What follows belongs to an exercise in optimizing a design on an open flow for small area and a short achievable clock period; a production flow would make more cautious choices.
RTL that was checked went through simulation tests only; none was proved equivalent to the original.
The clock port is modelled as an ideal driver; clocking choices that lean on that would not hold on a real chip.
No activity file was given, so power comes from the tool's default toggle rates.

== build 96 ==
// fifo_sync
module fifo_sync #(
    parameter int WIDTH = 32,
    parameter int DEPTH = 16    
)(
    input  logic                 clk,
    input  logic                 rst_n,
    input  logic                 wr_en,
    input  logic [WIDTH-1:0]     wr_data,
    output logic                 full,
    input  logic                 rd_en,
    output logic [WIDTH-1:0]     rd_data,
    output logic                 empty,
    output logic [$clog2(DEPTH+1)-1:0] level
);
For scale: ~1100 cells after synthesis, about 540 flip-flops, about 75 I/O pins.
clock: 4.3 ns
lec_check: 0
cap_margin: 20
core_margin: 2
core_utilization: 40
slew_margin: 20
run.sh (not shown) runs the stock make flow with config.mk's settings and CLKGATE_MAP_FILE= SYNTH_SCRIPT=/design/flow/synth_recipe.tcl, a recipe that flattens the netlist after the stock synthesis.
Build 96 closes out successfully: all stages finished, all timing, DRC and antenna checks passed.
Here is what was changed in the inputs of build 21 compared with build 96.
==> flow/flow/run.sh (new file) <==
#!/bin/bash
# Standard ORFS layout with faster port buffers and sizing free to change
# cell footprints; each tool's output goes to the ORFS logs and standard.log.
set -e
bash standard.sh MATCH_CELL_FOOTPRINT=0 \
  "BUFFER_PORTS_ARGS=-buffer_cell sky130_fd_sc_hd__buf_2" \
  SETUP_SLACK_MARGIN=2.4 finish > standard.log 2>&1
==> flow/standard.sh (new file) <==
#!/bin/bash
# synth_recipe.tcl (not shown) runs the flow's synth.tcl, then flattens the netlist and writes it again
# the make line also repeats each setting of config.mk as NAME=value (left out here)
make -C /OpenROAD-flow-scripts/flow DESIGN_CONFIG=/design/flow/config.mk WORK_HOME=/design/flow/orfs CLKGATE_MAP_FILE= SYNTH_SCRIPT=/design/flow/synth_recipe.tcl "${@:-finish}"
removed: flow/run.sh
==> summary.txt <==
- [compare] base=build 96 new=build 21: sequential cell area held; combinational power climbed about 26%; finished layout cell area moved up; final net count grew by 56.
- Build 21 leaves more setup margin than build 96.
- In the tables for build 21 and build 96, depth of the worst register-to-register path reads lower with build 96.
- [diff] final critical delay including setup and external delays, build 21 relative to build 96: improvement
- Re logic gate share of total power: build 21 is 2.8 points up on build 96.
- Build 21 — net load switching power about 7% higher, build 96 as reference
- What build 21 reported for wire length has to be multiplied by 0.936 to get the figure for build 96.
- Build 21: full flow OK, the timing, design-rule and antenna checks passed
[inputs] build 85 vs build 21
# build 21
export LEC_CHECK = 0
export CAP_MARGIN = 20
export CORE_MARGIN = 2
export CORE_UTILIZATION = 40
export SLEW_MARGIN = 20
create_clock -name core_clock -period 4.3 [get_ports {clk}]
# build 85
export LEC_CHECK = 0
export CAP_MARGIN = 20
export CORE_MARGIN = 2
export CORE_UTILIZATION = 40
export SETUP_SLACK_MARGIN = 3.0
export SLEW_MARGIN = 20
create_clock -name core_clock -period 4.3 [get_ports {clk}]
==> flow/run.sh (new file) <==
#!/bin/bash
# synth_recipe.tcl (not shown) runs the flow's synth.tcl, then flattens the netlist and writes it again
# the make line also repeats each setting of config.mk as NAME=value (left out here)
make -C /OpenROAD-flow-scripts/flow DESIGN_CONFIG=/design/flow/config.mk WORK_HOME=/design/flow/orfs CLKGATE_MAP_FILE= SYNTH_SCRIPT=/design/flow/synth_recipe.tcl finish
removed: flow/flow/run.sh
removed: flow/standard.sh
The net count reported at finish reported for build 85 is greater than that of build 21 by 189. Sequential share of layout area ended up 11 points lower on build 85 than on build 21. The maximum fanout along the worst path in build 85 sits 7 above the value recorded for build 21.
Relative to build 85, the following input files were edited for build 18:
# build 85
export LEC_CHECK = 0
export CAP_MARGIN = 20
export CORE_MARGIN = 2
export CORE_UTILIZATION = 40
export SETUP_SLACK_MARGIN = 3.0
export SLEW_MARGIN = 20
create_clock -name core_clock -period 4.3 [get_ports {clk}]
# build 18
export LEC_CHECK = 0
export CAP_MARGIN = 20
export CORE_MARGIN = 2
export CORE_UTILIZATION = 40
export SETUP_SLACK_MARGIN = 2.0
export SLEW_MARGIN = 20
create_clock -name core_clock -period 4.3 [get_ports {clk}]
Results
Build 18 vs build 85 on post-CTS resize count: build 18 is the lower one. Summary of build 18 over build 85: share of total power in the clock network rose by 3.5 points, wire length of the first global-routing pass fell by about 20%.
No functional check of the RTL was part of any run of this note.


fifo_sync, a different RTL version from the one above (not shown whole).
For scale: roughly 1100 cells after synthesis, roughly 540 flip-flops, about 20000 sq um of cells after synthesis.
Settings: LEC_CHECK=0, CAP_MARGIN=20, CORE_MARGIN=2, CORE_UTILIZATION=40, SLEW_MARGIN=50; clock period 4.3 ns.
standard.sh (not shown) runs the stock make flow with config.mk's settings and CLKGATE_MAP_FILE= SYNTH_SCRIPT=/design/flow/synth_recipe.tcl, a recipe that flattens the netlist after the stock synthesis.
==> flow/flow/run.sh <==
#!/bin/bash
# Standard ORFS layout with faster port buffers, sizing free to change cell
# footprints, larger clock-sink clusters, and an area-recovery pass after
# clock-tree synthesis (flow/downsize.tcl). Timing repair aims at 2.35 ns of
# setup slack up to CTS and 2.25 ns after global routing. The tools' output
# goes to standard.log and the ORFS logs.
set -e
ARGS=(MATCH_CELL_FOOTPRINT=0
  "BUFFER_PORTS_ARGS=-buffer_cell sky130_fd_sc_hd__buf_2"
  "CTS_ARGS=-sink_clustering_enable -repair_clock_nets -sink_clustering_size 30 -sink_clustering_max_diameter 150 -dont_use_dummy_load"
  "POST_CTS_TCL=$(pwd)/flow/downsize.tcl")
bash standard.sh "${ARGS[@]}" SETUP_SLACK_MARGIN=2.35 cts > standard.log 2>&1
bash standard.sh "${ARGS[@]}" SETUP_SLACK_MARGIN=2.25 finish >> standard.log 2>&1
==> flow/flow/downsize.tcl <==
# Area recovery: try each logic cell at a smaller drive strength of the same
# function, and keep the smaller cell only if the worst setup slack does not
# drop (clock-tree cells are left alone).
proc ds_ws {} { return [sta::worst_slack_cmd max] }
proc ds_viol {} {
  return [expr {[sta::max_slew_violation_count] + [sta::max_capacitance_violation_count]}]
}
set ds_target [expr {[ds_ws] - 0.002e-9}]
set ds_hold [expr {min(0.0, [sta::worst_slack_cmd min])}]
set ds_v0 [ds_viol]
set ds_saved 0.0
set ds_count 0
set ds_block [ord::get_db_block]
set ds_insts {}
foreach inst [$ds_block getInsts] {
  set m [[$inst getMaster] getName]
  if {![regexp {^(sky130_fd_sc_hd__[a-z0-9]+)_([0-9]+)$} $m -> base drv]} continue
  if {[string match "*clkbuf*" $base] || [string match "*clkinv*" $base] || [string match "*tap*" $base] || [string match "*fill*" $base] || [string match "*decap*" $base] || [string match "*conb*" $base]} continue
  set name [$inst getName]
  if {[string match "clkload*" $name]} continue
  if {$drv <= 1} continue
  lappend ds_insts [list $name $base $drv $m]
}
foreach e $ds_insts {
  lassign $e name base drv orig
  set cands {}
  foreach d {0 1 2 4 6 8 12} {
    if {$d >= $drv} break
    set lc [get_lib_cells -quiet */${base}_$d]
    if {[llength $lc]} { lappend cands $lc }
  }
  if {![llength $cands]} continue
  set oarea [get_property [get_lib_cells */$orig] area]
  foreach lc $cands {
    replace_cell [get_cells $name] $lc
    if {[ds_ws] >= $ds_target && [ds_viol] <= $ds_v0 && [sta::worst_slack_cmd min] >= $ds_hold} {
      set ds_saved [expr {$ds_saved + $oarea - [get_property $lc area]}]
      incr ds_count
      break
    }
    replace_cell [get_cells $name] [get_lib_cells */$orig]
  }
}
puts "downsize: violations [ds_viol] (before $ds_v0), worst hold slack [format %.3f [expr {[sta::worst_slack_cmd min]*1e9}]] ns"
puts "downsize: $ds_count cells smaller, [format %.1f $ds_saved] um2 saved, worst slack [format %.3f [expr {[ds_ws]*1e9}]] ns"
==> next run, changes <==
==> flow/flow/run.sh (replaced) <==
#!/bin/bash
# Standard ORFS layout with faster port buffers, sizing free to change cell
# footprints, larger clock-sink clusters, and an area-recovery pass after
# global routing (flow/grt_downsize.tcl). The tools' output goes to
# standard.log and the ORFS logs.
set -e
bash standard.sh MATCH_CELL_FOOTPRINT=0 \
  "BUFFER_PORTS_ARGS=-buffer_cell sky130_fd_sc_hd__buf_2" \
  "CTS_ARGS=-sink_clustering_enable -repair_clock_nets -sink_clustering_size 30 -sink_clustering_max_diameter 150 -dont_use_dummy_load" \
  "POST_GLOBAL_ROUTE_TCL=$(pwd)/flow/grt_downsize.tcl" SETUP_SLACK_MARGIN=2.35 finish > standard.log 2>&1
==> flow/flow/grt_downsize.tcl (new file) <==
# After global routing and its timing repair: recover area by downsizing
# cells off the critical path (flow/downsize.tcl), then reroute the changed
# nets and rewrite the route guides.
global_route -start_incremental
source [file join [file dirname [info script]] downsize.tcl]
global_route -end_incremental
estimate_parasitics -global_routing
write_guides $::env(RESULTS_DIR)/route.guide
Effect:
- This time the run completed and failed the layout checks on capacitance limit, slew limit
- clock-buffer cell count does not change
- power hardly moves
- worst hold slack gets better by 110 ps
- die area is unchanged
- sequential power stays flat
- routed wire length came out higher slightly
- area after synthesis is unchanged
- critical path depth came out higher by 2
==> next run, changes <==
--- a/flow/flow/downsize.tcl
+++ b/flow/flow/downsize.tcl
@@ -4 +4 @@
-proc ds_ws {} { return [sta::worst_slack_cmd max] }
+proc ds_ws {} { if {[info exists ::ds_est]} { eval estimate_parasitics $::ds_est }; return [sta::worst_slack_cmd max] }
--- a/flow/flow/grt_downsize.tcl
+++ b/flow/flow/grt_downsize.tcl
@@ -2,2 +2,3 @@
-# cells off the critical path (flow/downsize.tcl), then reroute the changed
-# nets and rewrite the route guides.
+# cells off the critical path (flow/downsize.tcl, re-estimating the routed
+# parasitics after each change), then reroute the changed nets and rewrite
+# the route guides.
@@ -4,0 +6 @@
+set ::ds_est -global_routing
@@ -7,0 +10 @@
+puts "downsize: after reroute, worst slack [format %.3f [expr {[sta::worst_slack_cmd max]*1e9}]] ns"
Result: With this change the flow ran to the end with no violations; utilization goes up by 0.34 points; total power goes up by about 0.4%; global-route usage is unchanged; register-to-register slack gets better by 980 ps; first-iteration DRC count climbs by about 6%; cell area rose by 0.77%; final cell count stays the same; setup slack gains 960 ps; wire length barely changes; sequential share of layout area drops by 0.51 points; area after synthesis is unchanged.

## re-timing with driven ports
Ports are ideal in the flow. The routed layouts listed here were re-timed in OpenROAD.
Step 1, drivers: a clkbuf_16 drives clk and a buf_2 each remaining input, both assumed.
Step 2, shift: input delay + t, output delay - t, t = (earliest + latest rising clock arrival at the registers) / 2. This alone moves slack from input paths to output paths.
Slacks: no drivers / after step 1 / after step 2; pairs: no drivers / after step 1.
run	shift t [ns]	setup slack, ns	hold slack, ns
build 96	0.649	1.623 / 1.650 / 1.001	0.546 / 0.546 / 0.546
build 21	0.647	2.167 / 2.113 / 1.850	0.288 / 0.254 / 0.565
build 85	0.655	2.141 / 2.100 / 1.597	0.596 / 0.596 / 0.596
build 18	0.636	1.970 / 1.970 / 1.423	0.528 / 0.528 / 0.528
the first run of note 2	0.600	2.304 / 2.252 / 1.773	0.203 / 0.173 / 0.486
the second run of note 2	0.601	1.327 / 1.327 / 1.327	0.316 / 0.282 / 0.485
the third run of note 2	0.605	2.286 / 2.230 / 1.781	0.312 / 0.277 / 0.486
For build 96, which loses most, drivers alone change the setup slack by +0.027 ns; drivers and shift together by -0.622 ns.
